This is an optimization exercise on Yosys and OpenROAD, whose aim is small area, not a production implementation.
In this exercise RTL edits were held to simulation tests only and were not proved equivalent to the original.
Power figures rest on the tool's default switching activity, not on a simulated workload.

==> run a <==
Design censor_rtl, start of the top module:
module censor_rtl(
    input clock,
    input reset,
    input enable,
    input bloom_write,
    input [7:0] char_in,
    output [7:0] char_out,
    output data_ready
    );
==> module bloom_filter_rtl, before the edit <==
module bloom_filter_rtl(
    input clock,
    input reset,
    input write,             
    input [7:0] hash1,       
    input [7:0] hash2,       
    output hit               
);
    reg  [254:0] fa_n;       
    reg  [255:1] fb_n;       
    reg          fs_n;       
    wire [15:0] a_lo_n, a_hi_n, b_lo_n, b_hi_n;
    bf_dec4n da_lo(hash1[3:0], a_lo_n);
    bf_dec4n da_hi(hash1[7:4], a_hi_n);
    bf_dec4n db_lo(hash2[3:0], b_lo_n);
    bf_dec4n db_hi(hash2[7:4], b_hi_n);
    wire write_n;
    c_inv iw(write, write_n);
    wire [15:0] wa_lo_n, wb_lo_n;
    genvar i;
    generate
        for (i = 0; i < 16; i = i + 1) begin : g_w
            c_or2 ua(a_lo_n[i], write_n, wa_lo_n[i]);
            c_or2 ub(b_lo_n[i], write_n, wb_lo_n[i]);
        end
    endgenerate
    wire [254:0] fa_d;
    wire [255:1] fb_d;
    generate
        for (i = 0; i < 255; i = i + 1) begin : g_a
            c_o22a u(fa_n[i], reset, wa_lo_n[i % 16], a_hi_n[i / 16], fa_d[i]);
        end
        for (i = 1; i < 256; i = i + 1) begin : g_b
            c_o22a u(fb_n[i], reset, wb_lo_n[i % 16], b_hi_n[i / 16], fb_d[i]);
        end
    endgenerate
    wire fs_a, fs_d;
    c_o22a us0(fs_n, reset, wa_lo_n[15], a_hi_n[15], fs_a);
    c_o21a us1(wb_lo_n[0], b_hi_n[0], fs_a, fs_d);
    always @(posedge clock) begin
        fa_n <= fa_d;
        fb_n <= fb_d;
        fs_n <= fs_d;
    end
    wire ha_n, hb_n;
    bf_rd256 ra({fs_n, fa_n}, a_lo_n, a_hi_n, ha_n);
    bf_rd256 rb({fb_n, fs_n}, b_lo_n, b_hi_n, hb_n);
    c_nor2 uh(ha_n, hb_n, hit);
endmodule
==> module bf_dec4n, before the edit <==
module bf_dec4n(input [3:0] x, output [15:0] y);
    wire [3:0] xn;
    genvar i;
    generate
        for (i = 0; i < 4; i = i + 1) begin : g_n
            c_inv u(x[i], xn[i]);
        end
        for (i = 0; i < 16; i = i + 1) begin : g
            c_nand4 u(i & 1 ? x[0] : xn[0], i & 2 ? x[1] : xn[1],
                      i & 4 ? x[2] : xn[2], i & 8 ? x[3] : xn[3], y[i]);
        end
    endgenerate
endmodule
==> module crc8_rtl, before the edit <==
module crc8_rtl(
    input clock,
    input load,
    input hold,
    input [7:0] char_in,
    output [7:0] crc_out);
    reg  [7:0] crc_reg;
    wire [7:0] x, n, d;
    assign crc_out = crc_reg;
    genvar i;
    generate
        for (i = 0; i < 8; i = i + 1) begin : g_x
            c_xor2 u(crc_reg[i], char_in[i], x[i]);
        end
    endgenerate
    wire x01, x47, x13, x25, x36, x036;
    c_xor2 s0(x[0], x[1], x01);
    c_xor2 s1(x[4], x[7], x47);
    c_xor2 s2(x[1], x[3], x13);
    c_xor2 s3(x[2], x[5], x25);
    c_xor2 s4(x[3], x[6], x36);
    c_xor2 s5(x36, x[0], x036);
    c_xor2 o0(x25, x[4], n[0]);          
    c_xor2 o1(x036, x[5], n[1]);         
    c_xor2 o2(n[3], x[6], n[2]);         
    c_xor2 o3(x01, x47, n[3]);           
    c_xor2 o4(x01, x[4], n[4]);          
    c_xor2 o5(x25, x[1], n[5]);          
    c_xor2 o6(x036, x[2], n[6]);         
    c_xor2 o7(x13, x47, n[7]);           
    generate
        for (i = 0; i < 8; i = i + 1) begin : g_d
            c_a22o u(n[i], load, crc_reg[i], hold, d[i]);
        end
    endgenerate
    always @(posedge clock) crc_reg <= d;
endmodule
==> module pearson8_rtl, before the edit <==
module pearson8_rtl(
    input clock,
    input load,              
    input hold,              
    input [7:0] char_in,
    output [7:0] hash_out
);
    reg  [7:0] hash_reg;
    wire [7:0] x, next_hash, d;
    assign hash_out = hash_reg;
    genvar i;
    generate
        for (i = 0; i < 8; i = i + 1) begin : g_x
            c_xor2 u(hash_reg[i], char_in[i], x[i]);
        end
    endgenerate
    pearson8_lut lut(.x(x), .y(next_hash));
    generate
        for (i = 0; i < 8; i = i + 1) begin : g_d
            c_a22o u(next_hash[i], load, hash_reg[i], hold, d[i]);
        end
    endgenerate
    always @(posedge clock) hash_reg <= d;
endmodule
==> module bf_ao16n, before the edit <==
module bf_ao16n(input [15:0] v_n, input [15:0] sel_n, output y_n);
    wire [7:0] p;        
    wire [1:0] q;
    genvar i;
    generate
        for (i = 0; i < 8; i = i + 1) begin : g_p
            c_o22ai u(v_n[2*i], sel_n[2*i], v_n[2*i+1], sel_n[2*i+1], p[i]);
        end
    endgenerate
    c_or4 u0(p[0], p[1], p[2], p[3], q[0]);
    c_or4 u1(p[4], p[5], p[6], p[7], q[1]);
    c_nor2 un(q[0], q[1], y_n);
endmodule
==> module bf_rd256, before the edit <==
module bf_rd256(input [255:0] v_n, input [15:0] lo_n, input [15:0] hi_n, output y_n);
    wire [15:0] g_n;
    genvar k;
    generate
        for (k = 0; k < 16; k = k + 1) begin : g_grp
            bf_ao16n u(v_n[16*k +: 16], lo_n, g_n[k]);
        end
    endgenerate
    bf_ao16n top(g_n, hi_n, y_n);
endmodule
==> module c_or4, before the edit <==
module c_or4(input A, input B, input C, input D, output X); assign X = A | B | C | D; endmodule
==> module censor_rtl, before the edit <==
module censor_rtl(
    input clock,
    input reset,
    input enable,
    input bloom_write,
    input [7:0] char_in,
    output [7:0] char_out,
    output data_ready
    );
    localparam NFLAG = 22;       
    wire space_in = (char_in == 8'h20);
    wire take_text = enable & ~bloom_write;
    wire [7:0] crc, hash;
    wire hit;
    wire [7:0] oldest, next_oldest;
    wire hash_load = enable & ~reset & ~space_in;
    wire hash_hold = ~enable & ~reset;
    crc8_rtl crc8(clock, hash_load, hash_hold, char_in, crc);
    pearson8_rtl pearson8(clock, hash_load, hash_hold, char_in, hash);
    bloom_filter_rtl bloom_filter(clock, reset, ~reset & enable & bloom_write & space_in, crc, hash, hit);
    fifo_rtl #(.DEPTH(44)) line(clock, take_text, char_in, oldest, next_oldest);
    reg [5:0] count;
    assign data_ready = count[5] & count[3] & count[2];
    always @(posedge clock)
        if (reset) count <= 6'd0;
        else if (take_text & ~data_ready) count <= count + 6'd1;
    reg in_word;
    always @(posedge clock)
        if (reset) in_word <= 1'b0;
        else if (enable) in_word <= space_in ? 1'b0 : (in_word | ~bloom_write);
    wire push = take_text & space_in & in_word;
    wire out_space = (oldest == 8'h20);
    wire next_space = (next_oldest == 8'h20);
    wire pop = take_text & data_ready & ~out_space & next_space;
    reg [NFLAG-1:0] flags;
    reg [4:0] nflags;
    always @(posedge clock)
        if (push) flags <= {flags[NFLAG-2:0], hit};
    always @(posedge clock)
        if (reset) nflags <= 5'd0;
        else if (push & ~pop) nflags <= nflags + 5'd1;
        else if (pop & ~push) nflags <= nflags - 5'd1;
    wire [4:0] head_idx = nflags - 5'd1;
    wire head = flags[head_idx];
    wire censor = head & ~out_space;
    assign char_out = censor ? 8'h2A : oldest;
endmodule
clock: 10.0 ns
lec_check: 0
cap_margin: 20
core_margin: 2
core_utilization: 70
cts_buf_list: sky130_fd_sc_hd__clkbuf_8
cts_cluster_diameter: 80
cts_cluster_size: 16
place_density: 0.8
slew_margin: 20
synth_hierarchical: 1
run.sh (not shown) runs the stock make flow with config.mk's settings and CLKGATE_MAP_FILE= SYNTH_SCRIPT=/design/flow/synth_recipe.tcl, a recipe that flattens the netlist after the stock synthesis.
==> run b: changes against run a <==
--- a/flow/design.v
+++ b/flow/design.v
@@ -2980,20 +2980,10 @@
     reg  [255:1] fb_n;       
     reg          fs_n;       
     wire [15:0] a_lo_n, a_hi_n, b_lo_n, b_hi_n;
-    bf_dec4n da_lo(hash1[3:0], a_lo_n);
-    bf_dec4n da_hi(hash1[7:4], a_hi_n);
-    bf_dec4n db_lo(hash2[3:0], b_lo_n);
-    bf_dec4n db_hi(hash2[7:4], b_hi_n);
-    wire write_n;
-    c_inv iw(write, write_n);
     wire [15:0] wa_lo_n, wb_lo_n;
+    bf_dec8n da(hash1, write, a_lo_n, wa_lo_n, a_hi_n);
+    bf_dec8n db(hash2, write, b_lo_n, wb_lo_n, b_hi_n);
     genvar i;
-    generate
-        for (i = 0; i < 16; i = i + 1) begin : g_w
-            c_or2 ua(a_lo_n[i], write_n, wa_lo_n[i]);
-            c_or2 ub(b_lo_n[i], write_n, wb_lo_n[i]);
-        end
-    endgenerate
     wire [254:0] fa_d;
     wire [255:1] fb_d;
     generate
@@ -3017,16 +3007,25 @@
     bf_rd256 rb({fb_n, fs_n}, b_lo_n, b_hi_n, hb_n);
     c_nor2 uh(ha_n, hb_n, hit);
 endmodule
-module bf_dec4n(input [3:0] x, output [15:0] y);
-    wire [3:0] xn;
+module bf_dec8n(input [7:0] x, input w, output [15:0] lo_n, output [15:0] wlo_n, output [15:0] hi_n);
+    wire [7:0] xn;
+    wire [3:0] p, q, wq, r, s;       
     genvar i;
     generate
-        for (i = 0; i < 4; i = i + 1) begin : g_n
+        for (i = 0; i < 8; i = i + 1) begin : g_n
             c_inv u(x[i], xn[i]);
         end
-        for (i = 0; i < 16; i = i + 1) begin : g
-            c_nand4 u(i & 1 ? x[0] : xn[0], i & 2 ? x[1] : xn[1],
-                      i & 4 ? x[2] : xn[2], i & 8 ? x[3] : xn[3], y[i]);
+        for (i = 0; i < 4; i = i + 1) begin : g_p
+            c_nor2 up(i & 1 ? xn[0] : x[0], i & 2 ? xn[1] : x[1], p[i]);
+            c_nor2 uq(i & 1 ? xn[2] : x[2], i & 2 ? xn[3] : x[3], q[i]);
+            c_and3 uw(w, i & 1 ? x[2] : xn[2], i & 2 ? x[3] : xn[3], wq[i]);
+            c_nor2 ur(i & 1 ? xn[4] : x[4], i & 2 ? xn[5] : x[5], r[i]);
+            c_nor2 us(i & 1 ? xn[6] : x[6], i & 2 ? xn[7] : x[7], s[i]);
+        end
+        for (i = 0; i < 16; i = i + 1) begin : g_o
+            c_nand2 ul(p[i % 4], q[i / 4], lo_n[i]);
+            c_nand2 uw(p[i % 4], wq[i / 4], wlo_n[i]);
+            c_nand2 uh(r[i % 4], s[i / 4], hi_n[i]);
         end
     endgenerate
 endmodule
@@ -3059,6 +3058,7 @@
 module c_nand2(input A, input B, output Y); assign Y = ~(A & B); endmodule
 module c_nor2(input A, input B, output Y); assign Y = ~(A | B); endmodule
 module c_or4(input A, input B, input C, input D, output X); assign X = A | B | C | D; endmodule
+module c_and3(input A, input B, input C, output X); assign X = A & B & C; endmodule
 module c_nand3(input A, input B, input C, output Y); assign Y = ~(A & B & C); endmodule
 module c_nand4(input A, input B, input C, input D, output Y); assign Y = ~(A & B & C & D); endmodule
 module c_and4(input A, input B, input C, input D, output X); assign X = A & B & C & D; endmodule
==> flow/flow/run.sh (new file) <==
#!/bin/bash
# The standard layout (standard.sh: ORFS synthesis through finish), with
# two changes passed to ORFS through its own variables:
#  - clock tree synthesis with clkbuf_8 buffers, clusters of at most 16 sinks
#    within 80 um, and no dummy loads;
#  - input and output ports are buffered with buf_1 cells (repair may still
#    resize them).
# make's full output goes to standard.log here; ORFS writes each step's log
# under orfs/logs/.
set -euo pipefail
export CTS_ARGS="-sink_clustering_enable -repair_clock_nets -sink_clustering_size 16 -sink_clustering_max_diameter 80 -buf_list sky130_fd_sc_hd__clkbuf_8 -dont_use_dummy_load"
export BUFFER_PORTS_ARGS="-buffer_cell sky130_fd_sc_hd__buf_1"
bash standard.sh > standard.log 2>&1
==> flow/standard.sh (new file) <==
#!/bin/bash
# synth_recipe.tcl (not shown) runs the flow's synth.tcl, then flattens the netlist and writes it again
# the make line also repeats each setting of config.mk as NAME=value (left out here)
make -C /OpenROAD-flow-scripts/flow DESIGN_CONFIG=/design/flow/config.mk WORK_HOME=/design/flow/orfs CLKGATE_MAP_FILE= SYNTH_SCRIPT=/design/flow/synth_recipe.tcl "${@:-finish}"
CORE_UTILIZATION = 55   (was 70)
PLACE_DENSITY = 0.7   (was 0.8)
removed: flow/run.sh
==> run c: changes against run a <==
--- a/flow/design.v
+++ b/flow/design.v
@@ -2980,20 +2980,10 @@
     reg  [255:1] fb_n;       
     reg          fs_n;       
     wire [15:0] a_lo_n, a_hi_n, b_lo_n, b_hi_n;
-    bf_dec4n da_lo(hash1[3:0], a_lo_n);
-    bf_dec4n da_hi(hash1[7:4], a_hi_n);
-    bf_dec4n db_lo(hash2[3:0], b_lo_n);
-    bf_dec4n db_hi(hash2[7:4], b_hi_n);
-    wire write_n;
-    c_inv iw(write, write_n);
     wire [15:0] wa_lo_n, wb_lo_n;
+    bf_dec8n da(hash1, write, a_lo_n, wa_lo_n, a_hi_n);
+    bf_dec8n db(hash2, write, b_lo_n, wb_lo_n, b_hi_n);
     genvar i;
-    generate
-        for (i = 0; i < 16; i = i + 1) begin : g_w
-            c_or2 ua(a_lo_n[i], write_n, wa_lo_n[i]);
-            c_or2 ub(b_lo_n[i], write_n, wb_lo_n[i]);
-        end
-    endgenerate
     wire [254:0] fa_d;
     wire [255:1] fb_d;
     generate
@@ -3017,16 +3007,25 @@
     bf_rd256 rb({fb_n, fs_n}, b_lo_n, b_hi_n, hb_n);
     c_nor2 uh(ha_n, hb_n, hit);
 endmodule
-module bf_dec4n(input [3:0] x, output [15:0] y);
-    wire [3:0] xn;
+module bf_dec8n(input [7:0] x, input w, output [15:0] lo_n, output [15:0] wlo_n, output [15:0] hi_n);
+    wire [7:0] xn;
+    wire [3:0] p, q, wq, r, s;       
     genvar i;
     generate
-        for (i = 0; i < 4; i = i + 1) begin : g_n
+        for (i = 0; i < 8; i = i + 1) begin : g_n
             c_inv u(x[i], xn[i]);
         end
-        for (i = 0; i < 16; i = i + 1) begin : g
-            c_nand4 u(i & 1 ? x[0] : xn[0], i & 2 ? x[1] : xn[1],
-                      i & 4 ? x[2] : xn[2], i & 8 ? x[3] : xn[3], y[i]);
+        for (i = 0; i < 4; i = i + 1) begin : g_p
+            c_nor2 up(i & 1 ? xn[0] : x[0], i & 2 ? xn[1] : x[1], p[i]);
+            c_nor2 uq(i & 1 ? xn[2] : x[2], i & 2 ? xn[3] : x[3], q[i]);
+            c_and3 uw(w, i & 1 ? x[2] : xn[2], i & 2 ? x[3] : xn[3], wq[i]);
+            c_nor2 ur(i & 1 ? xn[4] : x[4], i & 2 ? xn[5] : x[5], r[i]);
+            c_nor2 us(i & 1 ? xn[6] : x[6], i & 2 ? xn[7] : x[7], s[i]);
+        end
+        for (i = 0; i < 16; i = i + 1) begin : g_o
+            c_nand2 ul(p[i % 4], q[i / 4], lo_n[i]);
+            c_nand2 uw(p[i % 4], wq[i / 4], wlo_n[i]);
+            c_nand2 uh(r[i % 4], s[i / 4], hi_n[i]);
         end
     endgenerate
 endmodule
@@ -3059,6 +3058,7 @@
 module c_nand2(input A, input B, output Y); assign Y = ~(A & B); endmodule
 module c_nor2(input A, input B, output Y); assign Y = ~(A | B); endmodule
 module c_or4(input A, input B, input C, input D, output X); assign X = A | B | C | D; endmodule
+module c_and3(input A, input B, input C, output X); assign X = A & B & C; endmodule
 module c_nand3(input A, input B, input C, output Y); assign Y = ~(A & B & C); endmodule
 module c_nand4(input A, input B, input C, input D, output Y); assign Y = ~(A & B & C & D); endmodule
 module c_and4(input A, input B, input C, input D, output X); assign X = A & B & C & D; endmodule
CORE_UTILIZATION = 55   (was 70)
PLACE_DENSITY = 0.7   (was 0.8)
==> run d: changes against run a <==
--- a/flow/design.v
+++ b/flow/design.v
@@ -1,65 +1,51 @@
 `timescale 1ns / 1ps
 module crc8_rtl(
     input clock,
-    input load,
-    input hold,
+    input reset,
+    input enable,
+    input init,
     input [7:0] char_in,
     output [7:0] crc_out);
-    reg  [7:0] crc_reg;
-    wire [7:0] x, n, d;
+    reg [7:0]   crc_reg;
+    wire [7:0]  next_crc;
     assign crc_out = crc_reg;
-    genvar i;
-    generate
-        for (i = 0; i < 8; i = i + 1) begin : g_x
-            c_xor2 u(crc_reg[i], char_in[i], x[i]);
+    always @ (posedge clock)
+    if(reset) begin
+        crc_reg <= 8'h00;
+    end
+    else if(enable) begin
+        if(init) begin
+            crc_reg <= 8'h00;
         end
-    endgenerate
-    wire x01, x47, x13, x25, x36, x036;
-    c_xor2 s0(x[0], x[1], x01);
-    c_xor2 s1(x[4], x[7], x47);
-    c_xor2 s2(x[1], x[3], x13);
-    c_xor2 s3(x[2], x[5], x25);
-    c_xor2 s4(x[3], x[6], x36);
-    c_xor2 s5(x36, x[0], x036);
-    c_xor2 o0(x25, x[4], n[0]);          
-    c_xor2 o1(x036, x[5], n[1]);         
-    c_xor2 o2(n[3], x[6], n[2]);         
-    c_xor2 o3(x01, x47, n[3]);           
-    c_xor2 o4(x01, x[4], n[4]);          
-    c_xor2 o5(x25, x[1], n[5]);          
-    c_xor2 o6(x036, x[2], n[6]);         
-    c_xor2 o7(x13, x47, n[7]);           
-    generate
-        for (i = 0; i < 8; i = i + 1) begin : g_d
-            c_a22o u(n[i], load, crc_reg[i], hold, d[i]);
+        else begin
+            crc_reg <= next_crc;
         end
-    endgenerate
-    always @(posedge clock) crc_reg <= d;
+    end
+    assign next_crc[0] = (char_in[2] ^ char_in[4] ^ char_in[5] ^ crc_reg[2] ^ crc_reg[4] ^ crc_reg[5]);
+    assign next_crc[1] = (char_in[0] ^ char_in[3] ^ char_in[5] ^ char_in[6] ^ crc_reg[0] ^ crc_reg[3] ^ crc_reg[5] ^ crc_reg[6]);
+    assign next_crc[2] = (char_in[0] ^ char_in[1] ^ char_in[4] ^ char_in[6] ^ char_in[7] ^ crc_reg[0] ^ crc_reg[1] ^ crc_reg[4] ^ crc_reg[6] ^ crc_reg[7]);
+    assign next_crc[3] = (char_in[0] ^ char_in[1] ^ char_in[4] ^ char_in[7] ^ crc_reg[0] ^ crc_reg[1] ^ crc_reg[4] ^ crc_reg[7]);
+    assign next_crc[4] = (char_in[0] ^ char_in[1] ^ char_in[4] ^ crc_reg[0] ^ crc_reg[1] ^ crc_reg[4]);
+    assign next_crc[5] = (char_in[1] ^ char_in[2] ^ char_in[5] ^ crc_reg[1] ^ crc_reg[2] ^ crc_reg[5]);
+    assign next_crc[6] = (char_in[0] ^ char_in[2] ^ char_in[3] ^ char_in[6] ^ crc_reg[0] ^ crc_reg[2] ^ crc_reg[3] ^ crc_reg[6]);
+    assign next_crc[7] = (char_in[1] ^ char_in[3] ^ char_in[4] ^ char_in[7] ^ crc_reg[1] ^ crc_reg[3] ^ crc_reg[4] ^ crc_reg[7]);
 endmodule
 `timescale 1ns / 1ps
 module pearson8_rtl(
     input clock,
-    input load,              
-    input hold,              
+    input reset,
+    input enable,
+    input init,
     input [7:0] char_in,
     output [7:0] hash_out
 );
     reg  [7:0] hash_reg;
-    wire [7:0] x, next_hash, d;
+    wire [7:0] next_hash;
     assign hash_out = hash_reg;
-    genvar i;
-    generate
-        for (i = 0; i < 8; i = i + 1) begin : g_x
-            c_xor2 u(hash_reg[i], char_in[i], x[i]);
-        end
-    endgenerate
-    pearson8_lut lut(.x(x), .y(next_hash));
-    generate
-        for (i = 0; i < 8; i = i + 1) begin : g_d
-            c_a22o u(next_hash[i], load, hash_reg[i], hold, d[i]);
-        end
-    endgenerate
-    always @(posedge clock) hash_reg <= d;
+    pearson8_lut lut(.x(hash_reg ^ char_in), .y(next_hash));
+    always @(posedge clock)
+        if (reset) hash_reg <= 8'h00;
+        else if (enable) hash_reg <= init ? 8'h00 : next_hash;
 endmodule
 module pearson8_lut(x, y);
   input [7:0] x;
@@ -3012,10 +2998,10 @@
         fb_n <= fb_d;
         fs_n <= fs_d;
     end
-    wire ha_n, hb_n;
-    bf_rd256 ra({fs_n, fa_n}, a_lo_n, a_hi_n, ha_n);
-    bf_rd256 rb({fb_n, fs_n}, b_lo_n, b_hi_n, hb_n);
-    c_nor2 uh(ha_n, hb_n, hit);
+    wire ha, hb;
+    bf_rd256 ra({fs_n, fa_n}, a_lo_n, a_hi_n, ha);
+    bf_rd256 rb({fb_n, fs_n}, b_lo_n, b_hi_n, hb);
+    c_and2 uh(ha, hb, hit);
 endmodule
 module bf_dec4n(input [3:0] x, output [15:0] y);
     wire [3:0] xn;
@@ -3032,18 +3018,19 @@
 endmodule
 module bf_ao16n(input [15:0] v_n, input [15:0] sel_n, output y_n);
     wire [7:0] p;        
-    wire [1:0] q;
+    wire [3:0] q;
     genvar i;
     generate
         for (i = 0; i < 8; i = i + 1) begin : g_p
             c_o22ai u(v_n[2*i], sel_n[2*i], v_n[2*i+1], sel_n[2*i+1], p[i]);
         end
+        for (i = 0; i < 4; i = i + 1) begin : g_q
+            c_nor2 u(p[2*i], p[2*i+1], q[i]);
+        end
     endgenerate
-    c_or4 u0(p[0], p[1], p[2], p[3], q[0]);
-    c_or4 u1(p[4], p[5], p[6], p[7], q[1]);
-    c_nor2 un(q[0], q[1], y_n);
+    c_and4 ua(q[0], q[1], q[2], q[3], y_n);
 endmodule
-module bf_rd256(input [255:0] v_n, input [15:0] lo_n, input [15:0] hi_n, output y_n);
+module bf_rd256(input [255:0] v_n, input [15:0] lo_n, input [15:0] hi_n, output y);
     wire [15:0] g_n;
     genvar k;
     generate
@@ -3051,14 +3038,15 @@
             bf_ao16n u(v_n[16*k +: 16], lo_n, g_n[k]);
         end
     endgenerate
+    wire y_n;
     bf_ao16n top(g_n, hi_n, y_n);
+    c_inv ui(y_n, y);
 endmodule
 module c_inv(input A, output Y); assign Y = ~A; endmodule
 module c_and2(input A, input B, output X); assign X = A & B; endmodule
 module c_or2(input A, input B, output X); assign X = A | B; endmodule
 module c_nand2(input A, input B, output Y); assign Y = ~(A & B); endmodule
 module c_nor2(input A, input B, output Y); assign Y = ~(A | B); endmodule
-module c_or4(input A, input B, input C, input D, output X); assign X = A | B | C | D; endmodule
 module c_nand3(input A, input B, input C, output Y); assign Y = ~(A & B & C); endmodule
 module c_nand4(input A, input B, input C, input D, output Y); assign Y = ~(A & B & C & D); endmodule
 module c_and4(input A, input B, input C, input D, output X); assign X = A & B & C & D; endmodule
@@ -3104,10 +3092,8 @@
     wire [7:0] crc, hash;
     wire hit;
     wire [7:0] oldest, next_oldest;
-    wire hash_load = enable & ~reset & ~space_in;
-    wire hash_hold = ~enable & ~reset;
-    crc8_rtl crc8(clock, hash_load, hash_hold, char_in, crc);
-    pearson8_rtl pearson8(clock, hash_load, hash_hold, char_in, hash);
+    crc8_rtl crc8(clock, reset, enable, space_in, char_in, crc);
+    pearson8_rtl pearson8(clock, reset, enable, space_in, char_in, hash);
     bloom_filter_rtl bloom_filter(clock, reset, ~reset & enable & bloom_write & space_in, crc, hash, hit);
     fifo_rtl #(.DEPTH(44)) line(clock, take_text, char_in, oldest, next_oldest);
     reg [5:0] count;
CTS_BUF_LIST = not set   (was sky130_fd_sc_hd__clkbuf_8)
CTS_CLUSTER_DIAMETER = 100   (was 80)
CTS_CLUSTER_SIZE = 20   (was 16)
==> notes <==
- Run a went through all stages and came out clean. Run d finished with timing, DRC and antenna clean. Run b completed and failed the layout checks on slew limit. Run c finished with timing, DRC and antenna clean.
- Design area, highest first: run d, run c, run a, run b.
- Synthesized cell count: run a is smaller than run b (1.5%).
- Synthesized area: run b is lower than run a (about 0.22%).
- Clock skew: run b > run d > run a > run c.
- Between run c and run d, the lower combinational power is in run d (gap about 20%, measured against run d).
- Final cell count: run c > run b > run d > run a.
- The highest sequential share of layout area belongs to run b, the lowest to run d.
- Setup slack, highest first: run b, run c, run d, run a.
- Register-to-register slack: run b > run c > run d > run a.

-- what the ideal ports hide --
In the flow no input, the clock included, has a driving cell. The finished layouts below were timed again as built, in two steps.
Step 1, drivers: a clkbuf_16 drives clock and a buf_2 each remaining input, both assumed.
Step 2 also shifts input and output timing later by t, the mid clock arrival at the registers, as if the neighbouring blocks saw the same clock.
Slacks: ideal / step 1 / step 2; pairs: ideal / step 1.
run	shift t [ns]	slack for setup (ns)	worst setup path at the end	latest minus earliest clock arrival (ns)	slew at the worst register clock pin (ns)
run a	0.726	4.009 / 3.951 / 3.569	input to register	0.055 / 0.055	0.11 / 0.11
run b	0.689	4.682 / 4.627 / 4.048	input to register	0.095 / 0.095	0.11 / 0.11
run c	0.720	4.334 / 4.278 / 3.688	input to register	0.041 / 0.041	0.11 / 0.11
run d	0.716	4.144 / 4.078 / 3.542	input to register	0.066 / 0.066	0.12 / 0.12
The setup slack of run c, which loses most, moves by -0.056 ns with the drivers and by -0.646 ns with both steps.
